What follows belongs to an exercise in optimizing a design on an open flow for small area, a short achievable clock period and few clock cycles; a production flow would make more cautious choices.
Only simulation tests tie the RTL to the original design; equivalence was not proved.
Power figures rest on the tool's default switching activity, not on a simulated workload.

==> design/flow/design.v <==
module circle(
     input  logic       clk,
     input  logic       rst_n,
     input  logic [2:0] colour,
     input  logic [7:0] centre_x,
     input  logic [6:0] centre_y,
     input  logic [7:0] radius,
     input  logic       start,
     output logic       done,
     output logic [7:0] vga_x,
     output logic [6:0] vga_y,
     output logic [2:0] vga_colour,
     output logic       vga_plot
     );
     logic              busy;
     logic              prime;    
     logic [7:0]        ox, oy;
     logic signed [9:0] c;        
     logic [9:0]        e5;       
     logic [7:0]        rem;      
     logic [7:0]        cxr;      
     logic [6:0]        cyr;
     wire signed [9:0] cx = {2'b00, cxr};
     wire signed [9:0] cy = {3'b000, cyr};
     wire signed [9:0] sx = {2'b00, ox};
     wire signed [9:0] sy = {2'b00, oy};
     wire signed [9:0] xa = cx + sx;    
     wire signed [9:0] xb = cx - sx;    
     wire signed [9:0] xc = cx + sy;    
     wire signed [9:0] xd = cx - sy;    
     wire signed [9:0] ya = cy + sy;    
     wire signed [9:0] yb = cy - sy;    
     wire signed [9:0] yc = cy + sx;    
     wire signed [9:0] yd = cy - sx;    
     wire       dec = !c[9];             
     wire       dx  = dec & !prime;
     wire       dy  = !prime;
     function automatic le(input logic [9:0] a, input logic [9:0] b);
          logic r;
          r = 1'b1;
          for (int i = 0; i < 10; i++)
               if (i == 9) r = (a[i] & !b[i]) | (r & !(!a[i] & b[i]));
               else        r = (!a[i] & b[i]) | (r & !(a[i] & !b[i]));
          le = r;
     endfunction
     wire vxa = dx ? le(xa, 10'd160) : le(xa, 10'd159);
     wire vxb = dx ? (le(-10'd1, xb) && le(xb, 10'd158)) : (!xb[9] && le(xb, 10'd159));
     wire vxc = dy ? le(xc, 10'd158) : le(xc, 10'd159);
     wire vxd = dy ? (le(10'd1, xd) && le(xd, 10'd160)) : (!xd[9] && le(xd, 10'd159));
     wire vya = dy ? le(ya, 10'd118) : le(ya, 10'd119);
     wire vyb = dy ? (le(10'd1, yb) && le(yb, 10'd120)) : (!yb[9] && le(yb, 10'd119));
     wire vyc = dx ? le(yc, 10'd120) : le(yc, 10'd119);
     wire vyd = dx ? (le(-10'd1, yd) && le(yd, 10'd118)) : (!yd[9] && le(yd, 10'd119));
     wire       em1 = (e5 == 10'd3);        
     wire       em2 = (e5 == 10'd1);        
     wire       eneg = e5[9] || e5 < 10'd5;   
     wire       dg  = prime ? (e5 == 10'd5) : dec ? em2 : em1;
     wire       fin = !prime && (dec ? (!eneg || em1) : !eneg);
     wire [7:0] vis = { vxc & vyd, vxa & vyb, vxd & vyd, vxb & vyb,
                        vxd & vyc, vxb & vya, vxc & vyc, vxa & vya };
     wire [7:0] dup = ({8{prime}} & 8'b1101_1000) | ({8{dg}} & 8'b1010_1010);
     wire [7:0] vis_n = vis & ~dup;
     logic [7:0] sel;
     always_comb
          for (int i = 0; i < 8; i++)
               sel[i] = rem[i] && (i == 0 || (rem & ((8'd1 << i) - 8'd1)) == 8'd0);
     wire       adv = (rem & ~sel) == 8'd0;
     logic [7:0] px;
     logic [6:0] py;
     always_comb begin
          px = 8'd0;
          py = 7'd0;
          if (sel[0] | sel[6]) px = px | xa[7:0];
          if (sel[2] | sel[4]) px = px | xb[7:0];
          if (sel[1] | sel[7]) px = px | xc[7:0];
          if (sel[3] | sel[5]) px = px | xd[7:0];
          if (sel[0] | sel[2]) py = py | ya[6:0];
          if (sel[4] | sel[6]) py = py | yb[6:0];
          if (sel[1] | sel[3]) py = py | yc[6:0];
          if (sel[5] | sel[7]) py = py | yd[6:0];
     end
     wire       stp  = busy & adv & !prime;         
     wire       load = !busy & !done & start;
     wire [7:0] oy1 = oy + 8'd1;
     wire [9:0] c_d = c + e5;                   
     wire [9:0] c_s = c + {1'b0, oy1, 1'b1};    
     wire [7:0] ox_n = ox - {7'd0, stp & dec};
     wire [7:0] oy_n = oy + {7'd0, stp};
     wire [9:0] c_n  = !stp ? c : dec ? c_d : c_s;
     wire [9:0] e_s  = e5 + {7'd0, stp & dec, stp & !dec, 1'b0};
     always_ff @(posedge clk) begin
          cxr        <= centre_x;
          cyr        <= centre_y;
          vga_colour <= colour;
          vga_x      <= px;
          vga_y      <= py;
          rem        <= !busy ? 8'd0 : adv ? vis_n : rem & ~sel;
          ox         <= load ? radius : ox_n;
          oy         <= load ? 8'd0 : oy_n;
          c          <= load ? 10'd0 - {2'b00, radius} : c_n;
          e5         <= load ? 10'd5 - {2'b00, radius, 1'b0} : e_s;
          if (!rst_n) begin
               busy     <= 1'b0;
               done     <= 1'b0;
               vga_plot <= 1'b0;
          end else begin
               vga_plot <= busy & (|rem);
               if (busy) begin
                    if (adv) begin
                         prime <= 1'b0;
                         if (fin) begin
                              busy <= 1'b0;
                              done <= 1'b1;
                         end
                    end
               end else if (done) begin
                    if (!start) done <= 1'b0;
               end else if (start) begin
                    busy  <= 1'b1;
                    prime <= 1'b1;
               end
          end
     end
endmodule
==> design/flow/flow/run.sh <==
#!/bin/bash
# The standard layout, with the ports buffered by a small plain buffer
# instead of the delay buffer that buffer_ports picks by default.
set -e
cp standard.sh standard_sh.txt
export BUFFER_PORTS_ARGS="-buffer_cell sky130_fd_sc_hd__buf_2"
bash standard.sh > standard.log 2>&1
==> design/flow/standard.sh <==
#!/bin/bash
# synth_recipe.tcl (not shown) runs the flow's synth.tcl, then flattens the netlist and writes it again
# the make line also repeats each setting of config.mk as NAME=value (left out here)
make -C /OpenROAD-flow-scripts/flow DESIGN_CONFIG=/design/flow/config.mk WORK_HOME=/design/flow/orfs CLKGATE_MAP_FILE= SYNTH_SCRIPT=/design/flow/synth_recipe.tcl "${@:-finish}"
==> design/flow/config.mk <==
export PLATFORM = sky130hd
export DESIGN_NAME = circle
export DESIGN_NICKNAME = circle
export VERILOG_FILES = /design/flow/design.v
export SDC_FILE = /design/flow/constraint.sdc
export NUM_CORES = 4
export LEC_CHECK = 0
export CAP_MARGIN = 20
export CORE_MARGIN = 2
export CORE_UTILIZATION = 40
export SETUP_SLACK_MARGIN = 2.4
export SLEW_MARGIN = 20
==> design/flow/constraint.sdc <==
create_clock -name core_clock -period 5.0 [get_ports {clk}]
set_input_delay 1.0000 -clock core_clock [delete_from_list [all_inputs] [get_ports {clk}]]
set_output_delay 1.0000 -clock core_clock [all_outputs]
set_load 0.01 [all_outputs]
==> summary.md, run 1 <==
| Metric | Value |
|---|---|
| # clock sinks | `80` |
| DRC viols | `0` |
| Initial antenna violation count | `0` |
| Worst skew pair latency | `0.36 ns` |
| Min Tclk post-route | `2.554 ns` |
| Largest area contributor in the netlist | `dfxtp_1` |
| Max IR drop VDD | `180.4 uV` |
| PortBufs | `48` |
| Post-Route WL | `21280 um` |
| Final WS setup | `2.446 ns` |
| Fmax | `391.6 MHz` |
| Starting Density | `40.42%` |
| RSZ-0062 raised after global routing | `false` |
| CP Cell Sequence | `ha_2 > fa_2 > buf_4 > xor2_1 > nand4b_1 > or3_4 > or3_1 > mux2i_2 > o31ai_1` |
| Critical path type | `reg2reg` |
| CTS tree | `yes` |
| Leak | `3.274 nW` |
| Final worst path period share | `51.08%` |
| Cell Area, Synth | `6894 sq um` |
| Row count | `48` |
| Initial DRC Count | `589` |
| Antenna Nets Post-Route | `0` |
| Cell Area, Placed | `7287 sq um` |
| DR WL met2 | `9998 um` |
| Final slew viol count | `0` |
| Hold buffers post-CTS | `0` |
| Pin count of the biggest net entering global routing | `48` |
| Worst r2r path cells | `9` |
| EDFF count, synth | `11` |
| Yosys reg bits | `80` |
| Max layer used | `met4` |
| Grt ovf | `0` |
| Total negative setup slack | `0 ns` |
| Asr flop ratio synth | `0%` |
| Synth top cells by count | `nor2_1 (82), ha_1 (77), dfxtp_1 (69)` |
| Htree depth | `3` |
| WL per Instance | `18.88 um` |
| Met3 wire len | `1409 um` |
| Maximum clock insertion buffer count | `2` |
| PwrDens | `332.5 nW/um^2` |
| Crit. Startpoint | `oy[0]` |
| Number of global-route vias before repair | `5984` |
| First-pass GRT wire length | `32730 um` |
| Area growth syn-to-layout | `18.33%` |
| HPWL Detailed | `16290 um` |
| RePlAce Congestion | `0.9608` |
| Slowest cell on crit path | `dfxtp_4` |
| Met1 Routed Length | `9260 um` |
| Total CTS buffers | `9` |
| R2r startpoint | `oy[0]` |
| Predominant post-synthesis flop cell | `dfxtp_1` |
| Total GRT Usage | `23.22%` |
| Avg Synthesized Cell Area | `8.101 sq um` |
| Hold WC Path Type | `reg2reg` |
| Outcome | `finished clean` |
| Die W | `135.3 um` |
| I/O pin count | `49` |
| Ys Warns | `1` |
| Clk pin slew, worst setup/hold paths | `0.06 ns` |
| Startpoint Class | `register` |
| # diodes | `0` |
| Clock Tree Root | `clkbuf_16` |
| R2r endpoint | `rem[5]` |
| Synth area leaders | `dfxtp_1 (20%), ha_1 (14%), xnor2_1 (6.1%)` |
| Crit path required time | `5.24 ns` |
| Cell area after layout | `8158 sq um` |
| CP arrival | `2.79 ns` |
| Yosys top cell area share | `20.04%` |
| Max Clock Skew | `0.01222 ns` |
| Synthesized Nets | `966` |
| Cells after synthesis | `851` |
| Critical Path Max Stage Delay | `0.39 ns` |
| Max_cap viols | `0` |
| R2R setup slack | `2.45 ns` |
| Netlist cell types | `72` |
| Share of cells above drive strength 1 | `21.06%` |
| CP Capture Type | `register` |
| Nets | `1012` |
| Via count | `6496` |
| Post-Place Setup Slack | `2.004 ns` |
| # setup viols final | `0` |
| TritonRoute pass-1 iters | `6` |
| Die Y | `135.3 um` |
| Core box area | `17060 sq um` |
| Dominant cell by count in the synthesized netlist | `nor2_1` |
| Vias per cell | `5.764` |
| Critical path fanouts, max | `8` |
| Count of final hold-check violations | `0` |
| Die area | `18300 sq um` |
| Worst slew margin | `46.60%` |
| Worst-Margin Slew | `0.7926 ns` |
| CP endpoint | `rem[5]` |
| Seq/Total Area, Yosys | `24.83%` |
==> final cells by class <==
class / instances / area (sq um)
fillers: 1691 / 8899
clock inverters: 7 / 70.07
flip-flops and latches: 80 / 1758
repair buffers: 69 / 397.9
well taps: 225 / 281.5
clock buffers: 9 / 225.2
multi-input cells: 687 / 5238
inverters: 50 / 187.7
==> power breakdown <==
group | internal (mW) | leakage [nW] | switching [mW] | total (mW)
logic | 0.507 | 2.44 | 0.651 | 1.16
clock network | 0.387 | 0.146 | 0.292 | 0.679
registers | 0.765 | 0.684 | 0.111 | 0.876
==> worst max-delay path, delay by kind of cell (launching register included) <==
family,cells,cell delay (ns)
buffers and inverters,1,0.16
muxes,1,0.25
adders and majority gates,2,0.56
AOI/OAI and AO/OA,1,0.12
and+or+nand+nor,3,0.84
xor gates and xnor gates,1,0.12
DFF,1,0.39
==> flip-flops by register name, indices dropped and copies added, names as in the netlist <==
name and count:
e5 9, rem 8, vga_plot 1, prime 1, vga_colour 3, vga_y 7, c 10, ox 8
cxr 8, busy 1, cyr 7, oy 8, vga_x 8, done 1
==> layer usage <==
metal / vias to the layer above / track usage (%)
met4: 0 / 8.160
li1: 3156 / -
met3: 35 / 4.302
met2: 246 / 38.16
met5: - / 0
met1: 3059 / 30.58
==> how the worst min path moves through the flow <==
| stage | slack (ns) | from | end | depth (start not counted) |
|---|---|---|---|---|
| detailed placement | 0.52 | done | done | 2 |
| finish | 0.53 | rem[6] | rem[6] | 2 |
| global route | 0.56 | rem[7] | vga_plot | 2 |
| CTS | 0.53 | done | done | 2 |
| floorplan | 0.49 | rem[7] | vga_plot | 2 |
| global placement | 0.51 | done | done | 2 |
==> per-stage QoR <==
stage	util [%]	power [mW]	cells	hold slack [ns]
finish	47.83	2.713	1127	0.5274
floorplan	-	1.586	851	0.4908
detailed placement	42.72	1.871	1091	0.5217
CTS	45.50	2.596	1116	0.5331
global placement	42.72	1.868	1091	0.5067
global route	47.83	2.870	1127	0.5601
==> timing repair <==
| item | 4_1_cts | 5_1_grt |
|---|---|---|
| endpoints found under the hold margin | 0 | 0 |
| buffers inserted | 9 | 11 |
| setup endpoints to repair | 23 | 22 |
| pin swaps | 2 | 25 |
| cloned | 0 | 0 |
| gates resized for setup | 38 | 73 |
==> logic make-up after synthesis <==
kind of cell             after synthesis  share of synthesized area [%]
adder cells (fa/ha/maj)               87                          16.73
flip-flops                            80                          24.83
AND/OR/NAND/NOR                      291                          21.29
XOR/XNOR                              80                          10.16
multiplexers                           4                         0.5808
AO/OA/AOI/OAI                        225                          21.58
buffers and inverters                 84                          4.828
==> cell usage in the layout (no fill, tap or decap), types with 6 or more instances in the layout <==
| cell type | Yosys | routed |
|---|---|---|
| nand2b_1 | 14 | 13 |
| nor2b_1 | 20 | 20 |
| a21oi_2 | 0 | 11 |
| nor2_1 | 82 | 80 |
| ha_4 | 0 | 9 |
| clkbuf_16 | 0 | 9 |
| ha_2 | 0 | 8 |
| buf_4 | 0 | 21 |
| nor4_1 | 9 | 8 |
| edfxtp_1 | 11 | 11 |
| xor2_1 | 32 | 31 |
| inv_1 | 45 | 41 |
| o21a_1 | 6 | 6 |
| buf_2 | 8 | 48 |
| a21oi_1 | 57 | 45 |
| dfxtp_4 | 0 | 7 |
| nand4_1 | 7 | 7 |
| dfxtp_1 | 69 | 46 |
| dfxtp_2 | 0 | 16 |
| nor3_1 | 31 | 30 |
| inv_2 | 5 | 9 |
| a21o_1 | 11 | 11 |
| a221oi_1 | 11 | 10 |
| nand2_1 | 57 | 57 |
| o22ai_1 | 13 | 12 |
| fa_2 | 0 | 6 |
| o211ai_1 | 8 | 8 |
| ha_1 | 77 | 60 |
| nand3_1 | 22 | 21 |
| o21ai_0 | 24 | 23 |
| xnor2_1 | 48 | 43 |
| or2_1 | 9 | 8 |
| o21ai_1 | 30 | 30 |
Testbench counts, summed over its fixed seeds: cycles 121,943.
==> run 2, diff against run 1 <==
--- a/design/flow/config.mk
+++ b/design/flow/config.mk
@@ -10,2 +10,3 @@
 export CORE_UTILIZATION = 40
+export CTS_BUF_LIST = sky130_fd_sc_hd__clkbuf_4 sky130_fd_sc_hd__clkbuf_8
 export SETUP_SLACK_MARGIN = 2.4
==> summary.md, run 2 <==
| Metric | Value |
|---|---|
| Ys Warns | `1 (unchanged)` |
| Fin cells | `1128 (was 1127)` |
| Initial DRC Count | `521 (was 589)` |
| WL per Instance | `18.90 um (was 18.88 um)` |
| Hold WC Path Type | `reg2reg (unchanged)` |
| Initial antenna violation count | `0 (unchanged)` |
| Worst skew pair latency | `0.40 ns (was 0.36 ns)` |
| Final worst path period share | `50.81% (was 51.08%)` |
| Crit path required time | `5.27 ns (was 5.24 ns)` |
| Asr flop ratio synth | `0% (unchanged)` |
| Critical path type | `reg2reg (unchanged)` |
| Max FFs per register | `10 (unchanged)` |
| EDFF count, synth | `11 (unchanged)` |
| Seq/Total Area, Yosys | `24.83% (unchanged)` |
| Leak | `3.242 nW (was 3.274 nW)` |
| Total CTS buffers | `9 (unchanged)` |
| Final core occ | `47.30% (was 47.83%)` |
| DP Cell Count | `1091 (unchanged)` |
| Max_cap viols | `0 (unchanged)` |
| CP arrival | `2.81 ns (was 2.79 ns)` |
| Area growth syn-to-layout | `17.02% (was 18.33%)` |
| Antenna Nets Post-Route | `0 (unchanged)` |
| Fmax | `393.6 MHz (was 391.6 MHz)` |
| Clock Tree Root | `clkbuf_8 (was clkbuf_16)` |
| Fillers | `1714 (was 1691)` |
| Outcome | `finished clean (unchanged)` |
| Post-Route WL | `21320 um (was 21280 um)` |
| Die W | `135.3 um (unchanged)` |
| Critical path fanouts, max | `3 (was 8)` |
| Cell Area, Placed | `7287 sq um (unchanged)` |
| First-pass GRT wire length | `32970 um (was 32730 um)` |
| Most common cell after layout, fill and taps aside | `nor2_1 (unchanged)` |
| DRC viols | `0 (unchanged)` |
| Critical Path Max Stage Delay | `0.41 ns (was 0.39 ns)` |
| # diodes | `0 (unchanged)` |
| Count of final hold-check violations | `0 (unchanged)` |
| # clock sinks | `80 (unchanged)` |
| PwrDens | `314.0 nW/um^2 (was 332.5 nW/um^2)` |
| Largest area contributor in the netlist | `dfxtp_1 (unchanged)` |
| Die Y | `135.3 um (unchanged)` |
| Dominant cell by count in the synthesized netlist | `nor2_1 (unchanged)` |
| Vias per cell | `5.728 (was 5.764)` |
| Post-Place Setup Slack | `2.004 ns (unchanged)` |
| Max IR drop VDD | `201.6 uV (was 180.4 uV)` |
| Via count | `6461 (was 6496)` |
| Worst slew margin | `43.38% (was 46.60%)` |
| Most frequent cells in the layout | `nor2_1 (80), ha_1 (62), nand2_1 (57), buf_2 (48) (was nor2_1 (80), ha_1 (60), nand2_1 (57), buf_2 (48), dfxtp_1 (46))` |
| Min Tclk post-route | `2.541 ns (was 2.554 ns)` |
| Cells after synthesis | `851 (unchanged)` |
| Grt ovf | `0 (unchanged)` |
| RSZ-0062 raised after global routing | `true (was false)` |
| Worst-Margin Slew | `0.8405 ns (was 0.7926 ns)` |
| I/O pin count | `49 (unchanged)` |
| Slowest cell on crit path | `or3_4 (was dfxtp_4)` |
| Die area | `18300 sq um (unchanged)` |
| Worst min-delay path startpoint | `rem[6] (unchanged)` |
| Htree depth | `3 (unchanged)` |
| Total GRT Usage | `23.35% (was 23.22%)` |
| Total negative setup slack | `0 ns (unchanged)` |
| Cell area after layout | `8068 sq um (was 8158 sq um)` |
| PortBufs | `48 (unchanged)` |
| Final slew viol count | `0 (unchanged)` |
| CP Capture Type | `register (unchanged)` |
| Synthesized Nets | `966 (unchanged)` |
| CTS tree | `yes (unchanged)` |
| Yosys reg bits | `80 (unchanged)` |
| Predominant post-synthesis flop cell | `dfxtp_1 (unchanged)` |
| Final WS setup | `2.459 ns (was 2.446 ns)` |
| Pin count of the biggest net entering global routing | `48 (unchanged)` |
| Yosys top cell area share | `20.04% (unchanged)` |
| Share of cells above drive strength 1 | `21.15% (was 21.06%)` |
| Netlist cell types | `72 (unchanged)` |
| Synth area leaders | `dfxtp_1 (20%), ha_1 (14%), xnor2_1 (6.1%) (unchanged)` |
| Cell Area, Synth | `6894 sq um (unchanged)` |
| Crit. Startpoint | `cxr[0] (was oy[0])` |
| Number of global-route vias before repair | `5987 (was 5984)` |
| Row count | `48 (unchanged)` |
| Nets | `1013 (was 1012)` |
| Synth top cells by count | `nor2_1 (82), ha_1 (77), dfxtp_1 (69) (unchanged)` |
| CP Cell Sequence | `inv_2 > ha_2 > fa_2 > buf_4 > xor2_1 > nand4b_1 > or3_4 > or3_1 > mux2i_2 > o31ai_1 (was ha_2 > fa_2 > buf_4 > xor2_1 > nand4b_1 > or3_4 > or3_1 > mux2i_2 > o31ai_1)` |
| Avg Synthesized Cell Area | `8.101 sq um (unchanged)` |
| Max Clock Skew | `0.02064 ns (was 0.01222 ns)` |
| R2r startpoint | `cxr[0] (was oy[0])` |
| Core box area | `17060 sq um (unchanged)` |
| Most flops, register | `c (unchanged)` |
| HPWL Detailed | `16290 um (unchanged)` |
| TritonRoute pass-1 iters | `5 (was 6)` |
| Starting Density | `40.42% (unchanged)` |
| Startpoint Class | `register (unchanged)` |
| RePlAce Congestion | `0.9608 (unchanged)` |
| Clk pin slew, worst setup/hold paths | `0.08 ns (was 0.06 ns)` |
| # setup viols final | `0 (unchanged)` |
| Largest regs | `c (10), e5 (9) (unchanged)` |
| Maximum clock insertion buffer count | `2 (unchanged)` |
[run 2: cell count changes in the layout (fill, tap and decap cells not counted), sizes merged]
cell and delta:
inv -1, clkinvlp +1, buf +1
[run 2: where the power goes]
part | switching, mW | internal (mW)
Sequential | 0.108 | 0.762
Clock | 0.270 | 0.231
Combinational | 0.656 | 0.506
[run 2: logic make-up after synthesis]
family / share of synthesized area (%)
AND/OR/NAND/NOR: 21.29
adder cells (fa/ha/maj): 16.73
flip-flops: 24.83
AO/OA/AOI/OAI: 21.58
XOR/XNOR: 10.16
buffers and inverters: 4.828
multiplexers: 0.5808
[run 2: final cells by class]
type / count / area [sq um] / share of cell area, %
sequential: 80 / 1758 / 21.79
clock inverter: 7 / 70.07 / 0.8685
inverter: 50 / 191.4 / 2.373
multi-input combinational: 687 / 5221 / 64.72
clock buffer: 9 / 123.9 / 1.535
timing repair buffer: 70 / 421.7 / 5.226
tap: 225 / 281.5 / 3.489
[run 2: final timing paths]
check                           cells past startpoint      to  slack, ns
worst max-delay path                               10  rem[5]       2.46
worst min-delay path                                2  rem[6]       0.53
worst min register to register                      2  rem[6]       0.53
worst max register to register                     10  rem[5]       2.46
[run 2: per-stage QoR]
step           hold WS (ns)  total power, mW
2_1_floorplan        0.4908            1.586
3_3_place_gp         0.5067            1.868
3_5_place_dp         0.5217            1.871
4_1_cts              0.5370            2.428
5_1_grt              0.5610            2.691
6_report             0.5312            2.533
[run 2: timing repair]
item	CTS	global route
hold buffers	0	0
pin swaps	4	28
setup endpoints to repair	23	22
resized for setup	42	70
setup buffers	11	10
[run 2: critical path, delay by kind of cell, from the launching register on]
kind	cells	cell delay (ns)
DFF	1	0.38
adders and majority gates	2	0.53
AOI/OAI and AO/OA	1	0.09
and+or+nand+nor	3	0.86
buffers and inverters	2	0.20
xor gates and xnor gates	1	0.12
muxes	1	0.25
[run 2: layer usage]
layer	vias up	global-route usage (%)	share of wire [%]
met3	31	4.527	5.9
met2	226	38.83	48
met4	0	7.234	2.3
met1	3048	30.63	44
li1	3156	-	-
met5	-	0	0
==> run 3, diff against run 2 <==
--- a/design/flow/config.mk
+++ b/design/flow/config.mk
@@ -11,3 +11,3 @@
 export CTS_BUF_LIST = sky130_fd_sc_hd__clkbuf_4 sky130_fd_sc_hd__clkbuf_8
-export SETUP_SLACK_MARGIN = 2.4
+export SETUP_SLACK_MARGIN = 2.5
 export SLEW_MARGIN = 20
==> summary.md, run 3 <==
| Metric | Value |
|---|---|
| Starting Density | `40.42% (unchanged)` |
| Synth top cells by count | `nor2_1 (82), ha_1 (77), dfxtp_1 (69) (unchanged)` |
| RSZ-0062 raised after global routing | `true (unchanged)` |
| Post-synthesis xor/xnor area fraction | `10.16% (unchanged)` |
| HPWL Detailed | `16040 um (was 16290 um)` |
| Largest family of logic cells by synthesized area | `compound AO/OA/AOI/OAI gates (unchanged)` |
| Asr flop ratio synth | `0% (unchanged)` |
| Die area | `18300 sq um (unchanged)` |
| Worst-Margin Slew | `0.7305 ns (was 0.8405 ns)` |
| Clk pin slew, worst setup/hold paths | `0.09 ns (was 0.08 ns)` |
| Post-synthesis mux area share | `0.5808% (unchanged)` |
| CP Capture Type | `register (unchanged)` |
| Nets | `1025 (was 1013)` |
| Count of final hold-check violations | `0 (unchanged)` |
| Final worst path period share | `51.60% (was 50.81%)` |
| Htree depth | `3 (unchanged)` |
| Ys Warns | `1 (unchanged)` |
| Hold WC Path Type | `reg2reg (unchanged)` |
| Most common cell after layout, fill and taps aside | `nor2_1 (unchanged)` |
| Predominant post-synthesis flop cell | `dfxtp_1 (unchanged)` |
| Max Clock Skew | `0.01095 ns (was 0.02064 ns)` |
| First-pass GRT wire length | `32560 um (was 32970 um)` |
| Fillers | `1680 (was 1714)` |
| Final slew viol count | `0 (unchanged)` |
| EDFF count, synth | `11 (unchanged)` |
| Startpoint Class | `register (unchanged)` |
| Vias per cell | `5.707 (was 5.728)` |
| Yosys top cell area share | `20.04% (unchanged)` |
| Cells after synthesis | `851 (unchanged)` |
| Netlist cell types | `72 (unchanged)` |
| Worst r2r path cells | `10 (unchanged)` |
| Seq/Total Area, Yosys | `24.83% (unchanged)` |
| Min Tclk post-route | `2.580 ns (was 2.541 ns)` |
| Cell Area, Synth | `6894 sq um (unchanged)` |
| Avg Synthesized Cell Area | `8.101 sq um (unchanged)` |
| Synth Area in Compound Gates | `21.58% (unchanged)` |
| Multi-input gate area | `5425 sq um (was 5221 sq um)` |
| Register area | `1774 sq um (was 1758 sq um)` |
| Clock Tree Root | `clkbuf_8 (unchanged)` |
| Die W | `135.3 um (unchanged)` |
| R2r startpoint | `ox[0] (was cxr[0])` |
| Synthesized Nets | `966 (unchanged)` |
| Largest regs | `c (10), e5 (9) (unchanged)` |
| Critical path fanouts, max | `6 (was 3)` |
| Antenna Nets Post-Route | `0 (unchanged)` |
| Total CTS buffers | `9 (unchanged)` |
| Post-Route WL | `21280 um (was 21320 um)` |
| Yosys reg bits | `80 (unchanged)` |
| Crit path required time | `5.25 ns (was 5.27 ns)` |
| Row count | `48 (unchanged)` |
| Max_cap viols | `0 (unchanged)` |
| Share of cells above drive strength 1 | `24.70% (was 21.15%)` |
| Number of global-route vias before repair | `6093 (was 5987)` |
| CP arrival | `2.83 ns (was 2.81 ns)` |
| DP Cell Count | `1092 (was 1091)` |
| Post-Synth Simple-Gate Area | `21.29% (unchanged)` |
| Worst skew pair latency | `0.38 ns (was 0.40 ns)` |
| Hold buffers post-CTS | `0 (unchanged)` |
| Die Y | `135.3 um (unchanged)` |
| Maximum clock insertion buffer count | `2 (unchanged)` |
| Fin cells | `1140 (was 1128)` |
| I/O pin count | `49 (unchanged)` |
| Worst slew margin | `51.16% (was 43.38%)` |
| Total negative setup slack | `0 ns (unchanged)` |
| Crit. Startpoint | `ox[0] (was cxr[0])` |
| PwrDens | `317.9 nW/um^2 (was 314.0 nW/um^2)` |
| Initial DRC Count | `574 (was 521)` |
| Max IR drop VDD | `199.5 uV (was 201.6 uV)` |
| Dominant cell by count in the synthesized netlist | `nor2_1 (unchanged)` |
| Grt ovf | `0 (unchanged)` |
| Post-Place Setup Slack | `2.034 ns (was 2.004 ns)` |
| WL per Instance | `18.67 um (was 18.90 um)` |
| Final WS setup | `2.420 ns (was 2.459 ns)` |
| Max FFs per register | `10 (unchanged)` |
| Post-synthesis adder-cell area fraction | `16.73% (unchanged)` |
| Leak | `3.353 nW (was 3.242 nW)` |
| Largest area contributor in the netlist | `dfxtp_1 (unchanged)` |
| Area growth syn-to-layout | `21.76% (was 17.02%)` |
| Critical path type | `reg2reg (unchanged)` |
| TritonRoute pass-1 iters | `6 (was 5)` |
| Outcome | `finished clean (unchanged)` |
| Initial antenna violation count | `0 (unchanged)` |
| Via count | `6506 (was 6461)` |
| # diodes | `0 (unchanged)` |
| R2R setup slack | `2.42 ns (was 2.46 ns)` |
| Synth area leaders | `dfxtp_1 (20%), ha_1 (14%), xnor2_1 (6.1%) (unchanged)` |
| # clock sinks | `80 (unchanged)` |
| PortBufs | `48 (unchanged)` |
| Fmax | `387.6 MHz (was 393.6 MHz)` |
| CTS tree | `yes (unchanged)` |
| RePlAce Congestion | `0.9046 (was 0.9608)` |
| CP endpoint | `rem[7] (was rem[5])` |
| Pin count of the biggest net entering global routing | `33 (was 48)` |
| Total GRT Usage | `23.13% (was 23.35%)` |
| # setup viols final | `0 (unchanged)` |
| Most frequent cells in the layout | `nor2_1 (81), ha_1 (60), nand2_1 (56), buf_2 (49), a21oi_1 (47) (was nor2_1 (80), ha_1 (62), nand2_1 (57), buf_2 (48))` |
| R2r endpoint | `rem[7] (was rem[5])` |
| DRC viols | `0 (unchanged)` |
| Core box area | `17060 sq um (unchanged)` |
| Most flops, register | `c (unchanged)` |
## run 3: power breakdown
part / internal [mW] / switching (mW) / total [mW]
Clock: 0.300 / 0.264 / 0.563
Combinational: 0.549 / 0.689 / 1.24
Sequential: 0.762 / 0.105 / 0.867
Total: 1.61 / 1.06 / 2.67
## run 3: worst min-delay path by stage
stage,from,to,slack [ns],cells after the start
final,rem[6],rem[6],0.55,2
after detailed placement,done,done,0.51,2
after CTS,done,done,0.52,2
after global routing,rem[7],rem[7],0.57,2
after global placement,done,done,0.51,2
after floorplan,rem[7],vga_plot,0.49,2
## run 3: through the flow
stage	power, mW	util (%)	cell area [sq um]	hold WS, ns
2_1_floorplan	1.598	-	6935	0.4908
3_3_place_gp	1.879	42.90	7317	0.5069
3_5_place_dp	1.878	42.90	7317	0.5132
4_1_cts	2.542	46.37	7909	0.5247
5_1_grt	2.824	49.22	8394	0.5686
6_report	2.668	49.22	8394	0.5461
## run 3: routing by layer
| layer | GRT usage (%) | vias to the layer above | wire [um] |
|---|---|---|---|
| met5 | 0 | - | 0 |
| met4 | 9.433 | 0 | 821 |
| met3 | 4.751 | 47 | 1119 |
| met2 | 37.51 | 206 | 9986 |
| met1 | 30.09 | 3068 | 9352 |
| li1 | - | 3185 | - |
## run 3: area by class of cell
type | count | share of cell area, %
multi-input cells | 687 | 64.63
flip-flops and latches | 80 | 21.14
repair buffers | 82 | 5.873
well taps | 225 | 3.354
inverters | 50 | 2.325
clock buffers | 11 | 1.729
clock inverters | 5 | 0.9539
## run 3: timing repair
action | CTS | global route
resized for setup | 76 | 74
pin swaps | 26 | 38
endpoints found under the setup margin | 27 | 30
buffers inserted | 16 | 16
## run 3: cell families (layout without fill, tap and decap cells)
group                    after synthesis  count (layout)
AO/OA/AOI/OAI                        225             225
XOR/XNOR                              80              80
adder cells (fa/ha/maj)               87              87
buffers and inverters                 84             148
flip-flops                            80              80
multiplexers                           4               4
AND/OR/NAND/NOR                      291             291
## run 3: worst max-delay path, cell delays in order, from the launching register on
cell     delay, ns
dfxtp_4       0.42
ha_2          0.20
inv_1         0.06
fa_2          0.44
a21o_1        0.20
a21oi_2       0.20
xnor2_2       0.15
nand2_2       0.10
o311a_1       0.35
a21oi_2       0.20
o32ai_1       0.12
==> run 4, diff against run 3 <==
--- a/design/flow/config.mk
+++ b/design/flow/config.mk
@@ -11,3 +11,3 @@
 export CTS_BUF_LIST = sky130_fd_sc_hd__clkbuf_4 sky130_fd_sc_hd__clkbuf_8
-export SETUP_SLACK_MARGIN = 2.5
+export SETUP_SLACK_MARGIN = 2.3
 export SLEW_MARGIN = 20
==> summary.md, run 4 <==
| Metric | Value |
|---|---|
| Met2 usage in global routing | `37.68% (was 37.51%)` |
| PwrDens | `327.1 nW/um^2 (was 317.9 nW/um^2)` |
| Ys Warns | `1 (unchanged)` |
| Most common cell after layout, fill and taps aside | `nor2_1 (unchanged)` |
| Met3 layer usage reported by global route | `3.330% (was 4.751%)` |
| Largest regs | `c (10), e5 (9) (unchanged)` |
| Clock Tree Root | `clkbuf_8 (unchanged)` |
| Share of cells above drive strength 1 | `16.57% (was 24.70%)` |
| Busiest grt layer | `met2 (unchanged)` |
| Maximum clock insertion buffer count | `2 (unchanged)` |
| Cells after synthesis | `851 (unchanged)` |
| Worst skew pair latency | `0.38 ns (about the same)` |
| Grt ovf | `0 (unchanged)` |
| Core box area | `17060 sq um (unchanged)` |
| Synth area leaders | `dfxtp_1 (20%), ha_1 (14%), xnor2_1 (6.1%) (unchanged)` |
| Most flops, register | `c (unchanged)` |
| Max_cap viols | `0 (unchanged)` |
| Min Tclk post-route | `2.641 ns (was 2.580 ns)` |
| Crit path required time | `5.25 ns (about the same)` |
| Largest area contributor in the netlist | `dfxtp_1 (unchanged)` |
| Critical Path Max Stage Delay | `0.49 ns (was 0.44 ns)` |
| CP Cell Sequence | `inv_1 > ha_2 > o21bai_1 > a21oi_1 > xor2_1 > nor3_1 > o21ba_1 > o221ai_1 > o22ai_1 (was ha_2 > inv_1 > fa_2 > a21o_1 > a21oi_2 > xnor2_2 > nand2_2 > o311a_1 > a21oi_2 > o32ai_1)` |
| Die area | `18300 sq um (unchanged)` |
| Synth top cells by count | `nor2_1 (82), ha_1 (77), dfxtp_1 (69) (unchanged)` |
| Total negative setup slack | `0 ns (unchanged)` |
| I/O pin count | `49 (unchanged)` |
| Avg Synthesized Cell Area | `8.101 sq um (unchanged)` |
| First-pass GRT wire length | `32370 um (was 32560 um)` |
| Max IR drop VDD | `180.7 uV (was 199.5 uV)` |
| CTS tree | `yes (unchanged)` |
| PortBufs | `48 (unchanged)` |
| Die Y | `135.3 um (unchanged)` |
| Asr flop ratio synth | `0% (unchanged)` |
| Area growth syn-to-layout | `13.56% (was 21.76%)` |
| DRC viols | `0 (unchanged)` |
| # diodes | `0 (unchanged)` |
| Seq/Total Area, Yosys | `24.83% (unchanged)` |
| Via count | `6378 (was 6506)` |
| CP arrival | `2.89 ns (was 2.83 ns)` |
| Max FFs per register | `10 (unchanged)` |
| Final worst path period share | `52.82% (was 51.60%)` |
| Slowest cell on crit path | `ha_2 (was fa_2)` |
| Top delay family on crit path | `compound AO/OA/AOI/OAI gates (unchanged)` |
| Yosys top cell area share | `20.04% (unchanged)` |
| Cell Area, Synth | `6894 sq um (unchanged)` |
| Max Clock Skew | `0.01068 ns (was 0.01095 ns)` |
| # clock sinks | `80 (unchanged)` |
| Fillers | `1722 (was 1680)` |
| Yosys reg bits | `80 (unchanged)` |
| Pin count of the biggest net entering global routing | `32 (was 33)` |
| RSZ-0062 raised after global routing | `true (unchanged)` |
| Synthesized Nets | `966 (unchanged)` |
| Vias per cell | `5.705 (was 5.707)` |
| Critical path fanouts, max | `11 (was 6)` |
| Starting Density | `40.42% (unchanged)` |
| WL per Instance | `18.77 um (was 18.67 um)` |
| R2R setup slack | `2.36 ns (was 2.42 ns)` |
| CP Capture Type | `register (unchanged)` |
| Outcome | `finished clean (unchanged)` |
| Clk pin slew, worst setup/hold paths | `0.08 ns (was 0.09 ns)` |
| Leak | `3.176 nW (was 3.353 nW)` |
| Worst slew margin | `47.94% (was 51.16%)` |
| Fmax | `378.6 MHz (was 387.6 MHz)` |
| Final core occ | `45.90% (was 49.22%)` |
| RePlAce Congestion | `0.9158 (was 0.9046)` |
| Count of final hold-check violations | `0 (unchanged)` |
| Row count | `48 (unchanged)` |
| Antenna Nets Post-Route | `0 (unchanged)` |
| Number of global-route vias before repair | `5954 (was 6093)` |
| Hold WC Path Type | `reg2reg (unchanged)` |
| Die W | `135.3 um (unchanged)` |
| Hold buffers post-CTS | `0 (unchanged)` |
| Grt met1 use | `30.11% (was 30.09%)` |
| Final slew viol count | `0 (unchanged)` |
| Cell Area, Placed | `7292 sq um (was 7317 sq um)` |
| Nets | `1003 (was 1025)` |
| EDFF count, synth | `11 (unchanged)` |
| Predominant post-synthesis flop cell | `dfxtp_1 (unchanged)` |
| Most frequent cells in the layout | `nor2_1 (81), ha_1 (67), nand2_1 (57), a21oi_1 (50), dfxtp_1 (50) (was nor2_1 (81), ha_1 (60), nand2_1 (56), buf_2 (49), a21oi_1 (47))` |
| # setup viols final | `0 (unchanged)` |
| Total GRT Usage | `23.02% (was 23.13%)` |
| CP Buf/Inv Count | `1 (unchanged)` |
| Worst-Margin Slew | `0.7727 ns (was 0.7305 ns)` |
| Critical path type | `reg2reg (unchanged)` |
| DP Cell Count | `1092 (unchanged)` |
| Initial DRC Count | `453 (was 574)` |
| Fin cells | `1118 (was 1140)` |
| Htree depth | `3 (unchanged)` |
| Netlist cell types | `72 (unchanged)` |
| Initial antenna violation count | `0 (unchanged)` |
| Startpoint Class | `register (unchanged)` |
| HPWL Detailed | `16370 um (was 16040 um)` |
| TritonRoute pass-1 iters | `7 (was 6)` |
| Cell area after layout | `7829 sq um (was 8394 sq um)` |
| Dominant cell by count in the synthesized netlist | `nor2_1 (unchanged)` |
| Total CTS buffers | `9 (unchanged)` |
| Post-Route WL | `20990 um (was 21280 um)` |
[run 4: cell counts after synthesis]
Identical to the previous run, type by type.
[run 4: path summary, 6_finish.rpt]
path,start,to,depth (start not counted)
setup reg to reg,ox[2],rem[6],9
setup / recovery,ox[2],rem[6],9
hold reg to reg,done,done,2
hold / removal,done,done,2
[run 4: final cells by class]
type,instances,area (sq um),area share (%)
Clock buffer,11,151.4,1.934
Timing Repair Buffer,60,330.3,4.219
Inverter,50,187.7,2.397
Clock inverter,5,102.6,1.311
Tap cell,225,281.5,3.596
Multi-Input combinational cell,687,5035,64.31
Sequential cell,80,1740,22.23
[run 4: cell families (layout without fill, tap and decap cells)]
group	after synthesis	count (layout)	synth area share, %
AND/OR/NAND/NOR	291	291	21.29
buffers and inverters	84	126	4.828
AO/OA/AOI/OAI	225	225	21.58
adder cells (fa/ha/maj)	87	87	16.73
XOR/XNOR	80	80	10.16
flip-flops	80	80	24.83
multiplexers	4	4	0.5808
[run 4: timing repair]
| item | CTS | global route |
|---|---|---|
| setup endpoints to repair | 16 | 22 |
| hold endpoints to repair | 0 | 0 |
| pin swaps | 1 | 7 |
| resized for setup | 22 | 45 |
| buffers inserted | 3 | 7 |
[run 4: power by group]
group          leakage [nW]  internal [mW]  switching [mW]
logic                  2.37          0.454           0.627
registers             0.681          0.763           0.107
clock network         0.126          0.358           0.252
[run 4: tightest hold or removal path, stage by stage (launching register included)]
cell and delay [ns]:
dfxtp_1 0.34, o21ai_0 0.07, a21boi_1 0.06
[run 4: per-layer routing]
metal  share of wire, %  vias up
met5                  0        -
met4                3.4        0
met3                4.4       41
met2                 47      167
met1                 45     3033
li1                   -     3137
[run 4: stage by stage]
stage	hold slack [ns]	power [mW]	setup WS [ns]
after floorplan	0.4908	1.586	2.307
after global placement	0.5050	1.869	2.069
after detailed placement	0.5112	1.872	1.997
after CTS	0.5213	2.507	2.269
after global routing	0.5727	2.722	2.179
final	0.5157	2.561	2.359
==> run 5, diff against run 4 <==
--- a/design/flow/config.mk
+++ b/design/flow/config.mk
@@ -7,2 +7,3 @@
 export LEC_CHECK = 0
+export ABC_AREA = 1
 export CAP_MARGIN = 20
@@ -11,3 +12,4 @@
 export CTS_BUF_LIST = sky130_fd_sc_hd__clkbuf_4 sky130_fd_sc_hd__clkbuf_8
-export SETUP_SLACK_MARGIN = 2.3
+export SETUP_SLACK_MARGIN = 2.4
 export SLEW_MARGIN = 20
+export TNS_END_PERCENT = 0
==> summary.md, run 5 <==
| Metric | Value |
|---|---|
| Outcome | `finished clean (unchanged)` |
| Ys Warns | `1 (unchanged)` |
| Vias per cell | `5.216 (was 5.705)` |
| Int Power | `1.415 mW (was 1.575 mW)` |
| Avg Synthesized Cell Area | `6.902 sq um (was 8.101 sq um)` |
| Worst-Margin Slew | `0.9424 ns (was 0.7727 ns)` |
| Part of the power in registers | `34.4% (was 34.0%)` |
| Hold path cells | `2 (unchanged)` |
| Largest area contributor in the netlist | `dfxtp_1 (unchanged)` |
| Initial antenna violation count | `0 (unchanged)` |
| Comb pwr share | `45.5% (was 42.2%)` |
| WL per Instance | `16.27 um (was 18.77 um)` |
| Critical path type | `reg2reg (unchanged)` |
| Largest regs | `c (10), e5 (9) (unchanged)` |
| Startpoint Class | `register (unchanged)` |
| RePlAce Congestion | `0.9629 (was 0.9158)` |
| Die W | `135.4 um (was 135.3 um)` |
| Worst r2r path cells | `16 (was 9)` |
| Netlist cell types | `52 (was 72)` |
| # diodes | `0 (unchanged)` |
| Met1 Routed Length | `9693 um (was 9452 um)` |
| Number of global-route vias before repair | `6329 (was 5954)` |
| Max IR drop VDD | `157.5 uV (was 180.7 uV)` |
| Most flops, register | `c (unchanged)` |
| Worst min-delay path startpoint | `done (unchanged)` |
| I/O pin count | `49 (unchanged)` |
| PortBufs | `48 (unchanged)` |
| Synthesized Nets | `1116 (was 966)` |
| Clock Tree Root | `clkbuf_8 (unchanged)` |
| # clock sinks | `80 (unchanged)` |
| Synth top cells by count | `nand2_1 (206), inv_1 (156), nor2_1 (87) (was nor2_1 (82), ha_1 (77), dfxtp_1 (69))` |
| Starting Density | `40.37% (was 40.42%)` |
| Yosys reg bits | `80 (unchanged)` |
| Via count | `6734 (was 6378)` |
| CP arrival | `2.76 ns (was 2.89 ns)` |
| Leak | `3.881 nW (was 3.176 nW)` |
| Synth area leaders | `dfxtp_1 (20%), ha_1 (14%), nand2_1 (11%) (was dfxtp_1 (20%), ha_1 (14%), xnor2_1 (6.1%))` |
| Total CTS buffers | `9 (unchanged)` |
| CTS tree | `yes (unchanged)` |
| Clock power frac | `20.2% (was 23.8%)` |
| Initial DRC Count | `577 (was 453)` |
| Post-Route WL | `21010 um (was 20990 um)` |
| Maximum clock insertion buffer count | `2 (unchanged)` |
| R2r startpoint | `c[9] (was ox[2])` |
| HPWL Detailed | `16880 um (was 16370 um)` |
| Pin count of the biggest net entering global routing | `33 (was 32)` |
| Total negative setup slack | `0 ns (unchanged)` |
| Min Tclk post-route | `2.617 ns (was 2.641 ns)` |
| Fmax | `382.1 MHz (was 378.6 MHz)` |
| Final slew viol count | `0 (unchanged)` |
| Max Clock Skew | `0.01539 ns (was 0.01068 ns)` |
| Seq/Total Area, Yosys | `24.77% (was 24.83%)` |
| Row count | `48 (unchanged)` |
| Grt ovf | `0 (unchanged)` |
| Area growth syn-to-layout | `12.02% (was 13.56%)` |
| Share of cells above drive strength 1 | `12.10% (was 16.57%)` |
| Hold WC Path Type | `reg2reg (unchanged)` |
| Cell Area, Placed | `7373 sq um (was 7292 sq um)` |
| EDFF count, synth | `11 (unchanged)` |
| RSZ-0062 raised after global routing | `true (unchanged)` |
| TritonRoute pass-1 iters | `6 (was 7)` |
| First-pass GRT wire length | `33210 um (was 32370 um)` |
| Fillers | `1812 (was 1722)` |
| DRC viols | `0 (unchanged)` |
| Crit path required time | `5.14 ns (was 5.25 ns)` |
| Htree depth | `3 (unchanged)` |
| Clk pin slew, worst setup/hold paths | `0.09 ns (was 0.08 ns)` |
| Antenna Nets Post-Route | `0 (unchanged)` |
| Count of final hold-check violations | `0 (unchanged)` |
| Most common cell after layout, fill and taps aside | `nand2_1 (was nor2_1)` |
| Asr flop ratio synth | `0% (unchanged)` |
| Max layer used | `met4 (unchanged)` |
| Cells after synthesis | `1001 (was 851)` |
| Net switching power | `1.102 mW (was 0.9858 mW)` |
| # setup viols final | `0 (unchanged)` |
| CP Capture Type | `register (unchanged)` |
| Core box area | `17120 sq um (was 17060 sq um)` |
| Yosys top cell area share | `19.99% (was 20.04%)` |
| Switching fraction of total power | `43.79% (was 38.50%)` |
| Worst skew pair latency | `0.40 ns (was 0.38 ns)` |
| Most frequent cells in the layout | `nand2_1 (205), inv_1 (152), nor2_1 (87), nand3_1 (76), ha_1 (75) (was nor2_1 (81), ha_1 (67), nand2_1 (57), a21oi_1 (50), dfxtp_1 (50))` |
| Final worst path period share | `52.35% (was 52.82%)` |
| R2r endpoint | `c[9] (was rem[6])` |
| Die Y | `135.4 um (was 135.3 um)` |
| Cell area after layout | `7740 sq um (was 7829 sq um)` |
| Dominant cell by count in the synthesized netlist | `nand2_1 (was nor2_1)` |
| Predominant post-synthesis flop cell | `dfxtp_1 (unchanged)` |
| Total GRT Usage | `23.58% (was 23.02%)` |
| Cell Area, Synth | `6909 sq um (was 6894 sq um)` |
| Worst Hold Path EP | `done (unchanged)` |
| Nets | `1176 (was 1003)` |
| Worst slew margin | `36.51% (was 47.94%)` |
| Max_cap viols | `0 (unchanged)` |
| Max FFs per register | `10 (unchanged)` |
| Die area | `18340 sq um (was 18300 sq um)` |
| R2R setup slack | `2.38 ns (was 2.36 ns)` |
| Critical path fanouts, max | `4 (was 11)` |
| DR WL met2 | `9772 um (was 9892 um)` |
| Met3 wire len | `1005 um (was 933 um)` |
| PwrDens | `325.3 nW/um^2 (was 327.1 nW/um^2)` |
==> run 5: cell count changes after synthesis, sizes merged, moves of 14 or more <==
| cell | previous run | this run |
|---|---|---|
| nand3 | 22 | 80 |
| nand2 | 58 | 210 |
| nand4 | 7 | 28 |
| xnor2 | 48 | 7 |
| inv | 50 | 157 |
| a21oi | 57 | 72 |
| clkbuf | 25 | 8 |
| nor2b | 20 | 0 |
| nand2b | 15 | 1 |
| nor3 | 31 | 16 |
==> run 5: repair_timing <==
item | 4_1_cts | 5_1_grt
cloned | 0 | 1
pin swaps | 1 | 2
endpoints found under the setup margin | 17 | 30
hold buffers | 0 | 0
resized for setup | 6 | 23
buffers inserted | 3 | 10
==> run 5: worst max-delay path, stage by stage, from the launching register on <==
cell and delay (ns):
edfxtp_1 0.45, clkinvlp_4 0.14, buf_4 0.15, o21ai_0 0.33
ha_1 0.32, nand3_1 0.08, nand2_1 0.07, inv_1 0.07
nor2_1 0.04, nor2_1 0.15, o21ai_1 0.11, nand2_1 0.10
a21boi_1 0.08, nor2_1 0.09, nand2_1 0.05, nand3_1 0.08
nand2_1 0.05
==> run 5: logic make-up (layout without fill, tap and decap cells) <==
group / count (synthesis) / count (layout) / synth area share [%]
AO/OA/AOI/OAI: 179 / 179 / 14.90
XOR/XNOR: 42 / 42 / 5.324
adder cells (fa/ha/maj): 86 / 86 / 16.55
buffers and inverters: 171 / 236 / 9.471
flip-flops: 80 / 80 / 24.77
AND/OR/NAND/NOR: 443 / 443 / 28.98
==> run 5: worst max path at each step <==
stage	startpoint	endpoint	slack [ns]	cells past startpoint
finish	c[9]	c[9]	2.38	16
global placement	oy[1]	c[9]	2.16	15
CTS	c[9]	c[9]	2.30	15
global route	c[9]	c[9]	2.21	16
floorplan	oy[1]	c[9]	2.41	15
detailed placement	oy[1]	c[9]	2.04	15
==> run 5: final cells by class <==
cell class                 instances  area [sq um]  share of cell area (%)
tap                              225         281.5                   3.637
sequential                        80          1728                   22.32
timing repair inverter             1         7.507                 0.09699
inverter                         157         600.6                   7.759
multi-input combinational        750          4583                   59.21
clock buffer                       9         123.9                   1.600
clock inverter                     7         70.07                  0.9053
timing repair buffer              62         345.3                   4.462
==> run 5: per-layer routing <==
metal	vias to the layer above	global-route usage [%]
met1	3097	31.20
li1	3423	-
met3	36	3.442
met5	-	0
met2	178	39.23
met4	0	8.449
==> run 5: power groups by stage <==
stage	logic, mW	clock network, mW	registers, mW
after floorplan	0.769	0	0.860
after global placement	1.08	0	0.876
after detailed placement	1.08	0	0.878
after CTS	1.09	0.524	0.864
after global routing	1.29	0.546	0.875
final	1.14	0.508	0.866
==> run 5: stage by stage <==
step / setup WS (ns) / hold slack (ns) / std cells / total power [mW] / util, %
detailed placement: 2.041 / 0.4907 / 1261 / 1.954 / 43.08
CTS: 2.297 / 0.5091 / 1280 / 2.480 / 44.43
finish: 2.383 / 0.5031 / 1291 / 2.518 / 45.22
global route: 2.209 / 0.5526 / 1291 / 2.707 / 45.22
global placement: 2.165 / 0.4932 / 1261 / 1.958 / 43.08
floorplan: 2.411 / 0.5030 / 1001 / 1.630 / -
==> run 6, diff against run 5 <==
--- a/design/flow/config.mk
+++ b/design/flow/config.mk
@@ -14,2 +14,2 @@
 export SLEW_MARGIN = 20
-export TNS_END_PERCENT = 0
+export TNS_END_PERCENT = 30
==> summary.md, run 6 <==
| Metric | Value |
|---|---|
| Outcome | `finished clean (unchanged)` |
| Post-synthesis adder-cell area fraction | `16.55% (unchanged)` |
| Synth top cells by count | `nand2_1 (206), inv_1 (156), nor2_1 (87) (unchanged)` |
| Antenna Nets Post-Route | `0 (unchanged)` |
| Asr flop ratio synth | `0% (unchanged)` |
| Area growth syn-to-layout | `13.98% (was 12.02%)` |
| Worst skew pair latency | `0.40 ns (about the same)` |
| Hold WS | `0.5032 ns (was 0.5031 ns)` |
| TritonRoute pass-1 iters | `5 (was 6)` |
| Startpoint Class | `register (unchanged)` |
| Core box area | `17120 sq um (unchanged)` |
| Register area | `1742 sq um (was 1728 sq um)` |
| Clock power frac | `19.7% (was 20.2%)` |
| Most frequent cells in the layout | `nand2_1 (203), inv_1 (150), nor2_1 (84), nand3_1 (75), ha_1 (70) (was nand2_1 (205), inv_1 (152), nor2_1 (87), nand3_1 (76), ha_1 (75))` |
| Critical path type | `reg2reg (unchanged)` |
| Total CTS buffers | `9 (unchanged)` |
| Die W | `135.4 um (unchanged)` |
| Switching fraction of total power | `43.77% (was 43.79%)` |
| Most flops, register | `c (unchanged)` |
| Int Power | `1.451 mW (was 1.415 mW)` |
| PortBufs | `48 (unchanged)` |
| Hold WC Path Type | `reg2reg (unchanged)` |
| Power Total | `2.581 mW (was 2.518 mW)` |
| Fmax | `399.4 MHz (was 382.1 MHz)` |
| Die Y | `135.4 um (unchanged)` |
| Fillers | `1808 (was 1812)` |
| Nets | `1180 (was 1176)` |
| Starting Density | `40.37% (unchanged)` |
| Die area | `18340 sq um (unchanged)` |
| DRC viols | `0 (unchanged)` |
| Avg Synthesized Cell Area | `6.902 sq um (unchanged)` |
| # diodes | `0 (unchanged)` |
| Cell area after layout | `7875 sq um (was 7740 sq um)` |
| Ys Warns | `1 (unchanged)` |
| Crit path required time | `5.32 ns (was 5.14 ns)` |
| CP arrival | `2.83 ns (was 2.76 ns)` |
| Initial antenna violation count | `0 (unchanged)` |
| Critical Path Max Stage Delay | `0.48 ns (was 0.45 ns)` |
| RSZ-0062 raised after global routing | `true (unchanged)` |
| Cell Area, Synth | `6909 sq um (unchanged)` |
| CP Buf/Inv Count | `2 (was 3)` |
| Initial DRC Count | `619 (was 577)` |
| Htree depth | `3 (unchanged)` |
| Netlist cell types | `52 (unchanged)` |
| Hold buffers post-CTS | `0 (unchanged)` |
| Part of the power in registers | `33.6% (was 34.4%)` |
| Pin count of the biggest net entering global routing | `33 (unchanged)` |
| Predominant post-synthesis flop cell | `dfxtp_1 (unchanged)` |
| Row count | `48 (unchanged)` |
| PwrDens | `327.7 nW/um^2 (was 325.3 nW/um^2)` |
| Clock Tree Root | `clkbuf_8 (unchanged)` |
| Critical path fanouts, max | `6 (was 4)` |
| Min Tclk post-route | `2.503 ns (was 2.617 ns)` |
| Largest regs | `c (10), e5 (9) (unchanged)` |
| Synthesized Nets | `1116 (unchanged)` |
| Worst-Margin Slew | `0.9863 ns (was 0.9424 ns)` |
| Count of final hold-check violations | `0 (unchanged)` |
| Yosys top cell area share | `19.99% (unchanged)` |
| # setup viols final | `0 (unchanged)` |
| Cells after synthesis | `1001 (unchanged)` |
| RePlAce Congestion | `0.9629 (unchanged)` |
| Final worst path period share | `50.07% (was 52.35%)` |
| Synth Area in Compound Gates | `14.90% (unchanged)` |
| Max Clock Skew | `0.01758 ns (was 0.01539 ns)` |
| Yosys reg bits | `80 (unchanged)` |
| Worst path most repeated cell | `nor2_1 (was nand2_1)` |
| # clock sinks | `80 (unchanged)` |
| Net switching power | `1.130 mW (was 1.102 mW)` |
| Leak | `3.904 nW (was 3.881 nW)` |
| CP Capture Type | `register (unchanged)` |
| Top delay family on crit path | `simple AND/OR/NAND/NOR gates (unchanged)` |
| Most common cell after layout, fill and taps aside | `nand2_1 (unchanged)` |
| CP Cell Sequence | `inv_1 > ha_1 > inv_1 > a21oi_1 > nand3_1 > a21oi_1 > nand2_1 > a21oi_2 > nand3_1 > nor2_1 > nor2_1 > nor2_1 (was clkinvlp_4 > buf_4 > o21ai_0 > ha_1 > nand3_1 > nand2_1 > inv_1 > nor2_1 > nor2_1 > o21ai_1 > nand2_1 > a21boi_1 > nor2_1 > nand2_1 > nand3_1 > nand2_1)` |
| WL per Instance | `16.32 um (was 16.27 um)` |
| Post-synthesis mux area share | `0% (unchanged)` |
| EDFF count, synth | `11 (unchanged)` |
| Share of cells above drive strength 1 | `14.77% (was 12.10%)` |
| Number of global-route vias before repair | `6335 (was 6329)` |
| Post-synthesis xor/xnor area fraction | `5.324% (unchanged)` |
| Post-Synth Simple-Gate Area | `28.98% (unchanged)` |
| Clk pin slew, worst setup/hold paths | `0.09 ns (about the same)` |
| Synth area leaders | `dfxtp_1 (20%), ha_1 (14%), nand2_1 (11%) (unchanged)` |
| Grt ovf | `0 (unchanged)` |
| Final slew viol count | `0 (unchanged)` |
| CTS tree | `yes (unchanged)` |
| Cell Area, Placed | `7373 sq um (unchanged)` |
| Total GRT Usage | `23.59% (was 23.58%)` |
| Worst slew margin | `33.55% (was 36.51%)` |
| Largest family of logic cells by synthesized area | `simple AND/OR/NAND/NOR gates (unchanged)` |
| Max FFs per register | `10 (unchanged)` |
| First-pass GRT wire length | `33220 um (was 33210 um)` |
| Final WS setup | `2.497 ns (was 2.383 ns)` |
| Post-Route WL | `21140 um (was 21010 um)` |
| Largest area contributor in the netlist | `dfxtp_1 (unchanged)` |
| Post-Place Setup Slack | `2.041 ns (unchanged)` |
| Max_cap viols | `0 (unchanged)` |
| Via count | `6722 (was 6734)` |
| Multi-input gate area | `4671 sq um (was 4583 sq um)` |
| Max IR drop VDD | `158.5 uV (was 157.5 uV)` |
| Vias per cell | `5.191 (was 5.216)` |
| Comb pwr share | `46.7% (was 45.5%)` |
| Total negative setup slack | `0 ns (unchanged)` |
| HPWL Detailed | `16880 um (unchanged)` |
| Seq/Total Area, Yosys | `24.77% (unchanged)` |
| Slowest cell on crit path | `ha_1 (was edfxtp_1)` |
| Maximum clock insertion buffer count | `2 (unchanged)` |
| I/O pin count | `49 (unchanged)` |
| Dominant cell by count in the synthesized netlist | `nand2_1 (unchanged)` |
-- run 6: metal layers --
layer | vias to the layer above | GRT usage (%) | part of all wire [%]
met2 | 178 | 39.26 | 47
met4 | 0 | 8.449 | 2.6
met1 | 3080 | 31.19 | 47
li1 | 3429 | - | -
met5 | - | 0 | 0
met3 | 35 | 3.442 | 4.2
-- run 6: cell families (layout without fill, tap and decap cells) --
logic type                 Yosys count  after routing
adders and majority gates           86             86
buffers and inverters              171            240
and+or+nand+nor                    443            443
AOI/OAI and AO/OA                  179            179
xor gates and xnor gates            42             42
DFF                                 80             80
-- run 6: worst register-to-register path: stages, from the launching register on --
cell     delay, ns
dfxtp_2       0.43
inv_1         0.20
ha_1          0.49
inv_1         0.12
a21oi_1       0.15
nand3_1       0.15
a21oi_1       0.18
nand2_1       0.08
a21oi_2       0.26
nand3_1       0.12
nor2_1        0.14
nor2_1        0.05
nor2_1        0.07
-- run 6: metrics by stage --
stage	std cells	utilization, %
2_1_floorplan	1001	-
3_3_place_gp	1261	43.08
3_5_place_dp	1261	43.08
4_1_cts	1281	44.47
5_1_grt	1295	46.01
6_report	1295	46.01
-- run 6: what timing repair did --
| action | CTS | global route |
|---|---|---|
| endpoints found under the setup margin | 17 | 29 |
| pin swaps | 1 | 14 |
| cloned | 0 | 1 |
| buffers inserted | 4 | 13 |
| resized for setup | 7 | 58 |
-- run 6: path summary, 6_finish.rpt --
check | slack [ns] | end | depth (start not counted) | from
min | 0.50 | done | 2 | done
max reg2reg | 2.50 | rem[1] | 12 | ox[5]
max | 2.50 | rem[1] | 12 | ox[5]
min reg2reg | 0.50 | done | 2 | done
-- run 6: area by class of cell --
type | count | share of cell area (%)
multi-input cells | 750 | 59.31
repair buffers | 66 | 4.766
well taps | 225 | 3.575
flip-flops and latches | 80 | 22.12
inverters | 157 | 7.674
clock inverters | 7 | 0.8897
repair inverters | 1 | 0.09533
clock buffers | 9 | 1.573
-- run 6: power by group through the flow --
stage | logic (mW) | registers, mW | clock network, mW
final | 1.21 | 0.867 | 0.508
after global placement | 1.08 | 0.876 | 0
after detailed placement | 1.08 | 0.878 | 0
after CTS | 1.10 | 0.863 | 0.524
after global routing | 1.35 | 0.877 | 0.546
after floorplan | 0.769 | 0.860 | 0
==> run 7, diff against run 6 <==
--- a/design/flow/config.mk
+++ b/design/flow/config.mk
@@ -12,4 +12,4 @@
 export CTS_BUF_LIST = sky130_fd_sc_hd__clkbuf_4 sky130_fd_sc_hd__clkbuf_8
+export PLACE_DENSITY = 0.75
 export SETUP_SLACK_MARGIN = 2.4
 export SLEW_MARGIN = 20
-export TNS_END_PERCENT = 30
==> summary.md, run 7 <==
| Metric | Value |
|---|---|
| Outcome | `finished clean (unchanged)` |
| CTS tree | `yes (unchanged)` |
| R2R setup slack | `2.47 ns (was 2.50 ns)` |
| Vias per cell | `5.424 (was 5.191)` |
| Yosys reg bits | `80 (unchanged)` |
| Largest area contributor in the netlist | `dfxtp_1 (unchanged)` |
| Most common cell after layout, fill and taps aside | `nand2_1 (unchanged)` |
| Worst Hold Path EP | `done (unchanged)` |
| Dominant cell by count in the synthesized netlist | `nand2_1 (unchanged)` |
| Hold buffers post-CTS | `0 (unchanged)` |
| Predominant post-synthesis flop cell | `dfxtp_1 (unchanged)` |
| Max Clock Skew | `0.01979 ns (was 0.01758 ns)` |
| Fin cells | `1306 (was 1295)` |
| Number of global-route vias before repair | `6622 (was 6335)` |
| Worst r2r path cells | `15 (was 12)` |
| Hold WC Path Type | `reg2reg (unchanged)` |
| Synth top cells by count | `nand2_1 (206), inv_1 (156), nor2_1 (87) (unchanged)` |
| Max_cap viols | `0 (unchanged)` |
| Maximum clock insertion buffer count | `2 (unchanged)` |
| R2r startpoint | `ox[3] (was ox[5])` |
| DP Cell Count | `1261 (unchanged)` |
| Grt ovf | `0 (unchanged)` |
| R2r endpoint | `rem[7] (was rem[1])` |
| Core box area | `17120 sq um (unchanged)` |
| Total GRT Usage | `23.02% (was 23.59%)` |
| Post-synthesis adder-cell area fraction | `16.55% (unchanged)` |
| Worst min-delay path startpoint | `done (unchanged)` |
| Asr flop ratio synth | `0% (unchanged)` |
| Antenna Nets Post-Route | `0 (unchanged)` |
| Htree depth | `3 (unchanged)` |
| # setup viols final | `0 (unchanged)` |
| Min Tclk post-route | `2.527 ns (was 2.503 ns)` |
| Ys Warns | `1 (unchanged)` |
| Cell Area, Synth | `6909 sq um (unchanged)` |
| Cells after synthesis | `1001 (unchanged)` |
| # clock sinks | `80 (unchanged)` |
| Comb pwr share | `46.3% (was 46.7%)` |
| Startpoint Class | `register (unchanged)` |
| Post-Route WL | `21250 um (was 21140 um)` |
| Post-synthesis xor/xnor area fraction | `5.324% (unchanged)` |
| Crit path required time | `5.29 ns (was 5.32 ns)` |
| Pin count of the biggest net entering global routing | `33 (unchanged)` |
| Avg Synthesized Cell Area | `6.902 sq um (unchanged)` |
| Most frequent cells in the layout | `nand2_1 (200), inv_1 (151), nor2_1 (82), nand3_1 (76), ha_1 (68) (was nand2_1 (203), inv_1 (150), nor2_1 (84), nand3_1 (75), ha_1 (70))` |
| CP Capture Type | `register (unchanged)` |
| Worst-Margin Slew | `0.9421 ns (was 0.9863 ns)` |
| Die W | `135.4 um (unchanged)` |
| Die Y | `135.4 um (unchanged)` |
| Via count | `7084 (was 6722)` |
| Share of cells above drive strength 1 | `16.10% (was 14.77%)` |
| Multi-input gate area | `4696 sq um (was 4671 sq um)` |
| Initial DRC Count | `666 (was 619)` |
| RePlAce Congestion | `0.9719 (was 0.9629)` |
| # diodes | `0 (unchanged)` |
| Worst skew pair latency | `0.41 ns (was 0.40 ns)` |
| Worst slew margin | `36.53% (was 33.55%)` |
| Clock power frac | `21.4% (was 19.7%)` |
| Largest regs | `c (10), e5 (9) (unchanged)` |
| Max FFs per register | `10 (unchanged)` |
| Synth area leaders | `dfxtp_1 (20%), ha_1 (14%), nand2_1 (11%) (unchanged)` |
| Nets | `1191 (was 1180)` |
| Final worst path period share | `50.54% (was 50.07%)` |
| Seq/Total Area, Yosys | `24.77% (unchanged)` |
| Fmax | `395.7 MHz (was 399.4 MHz)` |
| Post-synthesis mux area share | `0% (unchanged)` |
| Hold path cells | `2 (unchanged)` |
| DRC viols | `0 (unchanged)` |
| Synth Area in Compound Gates | `14.90% (unchanged)` |
| Max IR drop VDD | `154.8 uV (was 158.5 uV)` |
| Row count | `48 (unchanged)` |
| Register area | `1743 sq um (was 1742 sq um)` |
| Int Power | `1.537 mW (was 1.451 mW)` |
| WL per Instance | `16.27 um (was 16.32 um)` |
| Total CTS buffers | `9 (unchanged)` |
| TritonRoute pass-1 iters | `6 (was 5)` |
| Fillers | `1732 (was 1808)` |
| Area growth syn-to-layout | `16.24% (was 13.98%)` |
| PwrDens | `333.2 nW/um^2 (was 327.7 nW/um^2)` |
| Final slew viol count | `0 (unchanged)` |
| Leak | `3.976 nW (was 3.904 nW)` |
| RSZ-0062 raised after global routing | `true (unchanged)` |
| Clk pin slew, worst setup/hold paths | `0.09 ns (about the same)` |
| Synthesized Nets | `1116 (unchanged)` |
| Total negative setup slack | `0 ns (unchanged)` |
| Largest family of logic cells by synthesized area | `simple AND/OR/NAND/NOR gates (unchanged)` |
| Clock Tree Root | `clkbuf_8 (unchanged)` |
| Part of the power in registers | `32.4% (was 33.6%)` |
| Netlist cell types | `52 (unchanged)` |
| Critical path fanouts, max | `9 (was 6)` |
| EDFF count, synth | `11 (unchanged)` |
| Initial antenna violation count | `0 (unchanged)` |
| CP arrival | `2.82 ns (was 2.83 ns)` |
| Critical path type | `reg2reg (unchanged)` |
| Net switching power | `1.139 mW (was 1.130 mW)` |
| Yosys top cell area share | `19.99% (unchanged)` |
| Switching fraction of total power | `42.57% (was 43.77%)` |
| Post-Synth Simple-Gate Area | `28.98% (unchanged)` |
| Most flops, register | `c (unchanged)` |
| I/O pin count | `49 (unchanged)` |
| PortBufs | `48 (unchanged)` |
| Die area | `18340 sq um (unchanged)` |
| Count of final hold-check violations | `0 (unchanged)` |
| Starting Density | `40.37% (unchanged)` |
| First-pass GRT wire length | `32800 um (was 33220 um)` |
| HPWL Detailed | `16120 um (was 16880 um)` |
-- run 7: power by group through the flow --
stage / combinational, mW / sequential (mW) / clock (mW)
finish: 1.24 / 0.866 / 0.572
global placement: 1.05 / 0.874 / 0
CTS: 1.08 / 0.863 / 0.576
floorplan: 0.769 / 0.860 / 0
global route: 1.38 / 0.876 / 0.598
detailed placement: 1.06 / 0.876 / 0
-- run 7: worst max-delay path, cell delays in order (launching register included) --
cell,delay [ns]
dfxtp_2,0.44
inv_1,0.26
ha_4,0.40
nand2_1,0.06
inv_1,0.07
o21ai_0,0.07
nand3_1,0.18
nand3_1,0.13
nand2_1,0.11
nand2_1,0.05
nand2_1,0.08
nor2_1,0.05
nor2_1,0.13
nand2_1,0.08
nand2_1,0.19
o21ai_0,0.10
-- run 7: how the worst max path moves through the flow --
| stage | start | end |
|---|---|---|
| final | ox[3] | rem[7] |
| after floorplan | oy[1] | c[9] |
| after CTS | oy[1] | c[9] |
| after global placement | oy[1] | c[9] |
| after detailed placement | oy[1] | c[9] |
| after global routing | ox[3] | rem[7] |
-- run 7: layout make-up --
cell class / instances / share of cell area [%]
Inverter: 157 / 7.525
Sequential cell: 80 / 21.70
Timing Repair inverter: 1 / 0.09347
Clock buffer: 10 / 1.636
Tap cell: 225 / 3.505
Timing Repair Buffer: 77 / 5.951
Multi-Input combinational cell: 750 / 58.47
Clock inverter: 6 / 1.122
-- run 7: metrics by stage --
step	hold slack, ns	worst slack [ns]	util (%)	instance area [sq um]	power (mW)
2_1_floorplan	0.5030	2.411	-	6909	1.630
3_3_place_gp	0.4833	2.157	43.08	7373	1.921
3_5_place_dp	0.4850	2.030	43.08	7373	1.936
4_1_cts	0.5021	2.411	44.80	7669	2.521
5_1_grt	0.5529	2.322	46.92	8031	2.852
6_report	0.5028	2.473	46.92	8031	2.676
-- run 7: what timing repair did --
action / 4_1_cts / 5_1_grt
endpoints found under the setup margin: 16 / 25
gates cloned: 0 / 1
pin swaps: 0 / 18
resized for setup: 17 / 60
endpoints found under the hold margin: 0 / 0
setup buffers: 6 / 22
-- run 7: kinds of logic (layout without fill, tap and decap cells) --
| group | Yosys count | in the layout |
|---|---|---|
| compound gates | 179 | 179 |
| xor+xnor | 42 | 42 |
| fa+ha+maj | 86 | 86 |
| buf+inv | 171 | 251 |
| flops | 80 | 80 |
| simple gates | 443 | 443 |
-- run 7: metal layers --
metal	wire, um	vias up	track usage (%)
met5	0	-	0
met4	847	0	9.549
li1	-	3470	-
met3	1614	63	5.537
met1	9090	3272	28.54
met2	9696	279	38.38

Setup slack of run 7, layout unchanged: 2.473 ns with ideal ports, 2.473 ns with driving cells assumed (clock clkbuf_16, inputs buf_2), 2.463 ns with port delays also shifted by the 0.436 ns mid clock arrival.
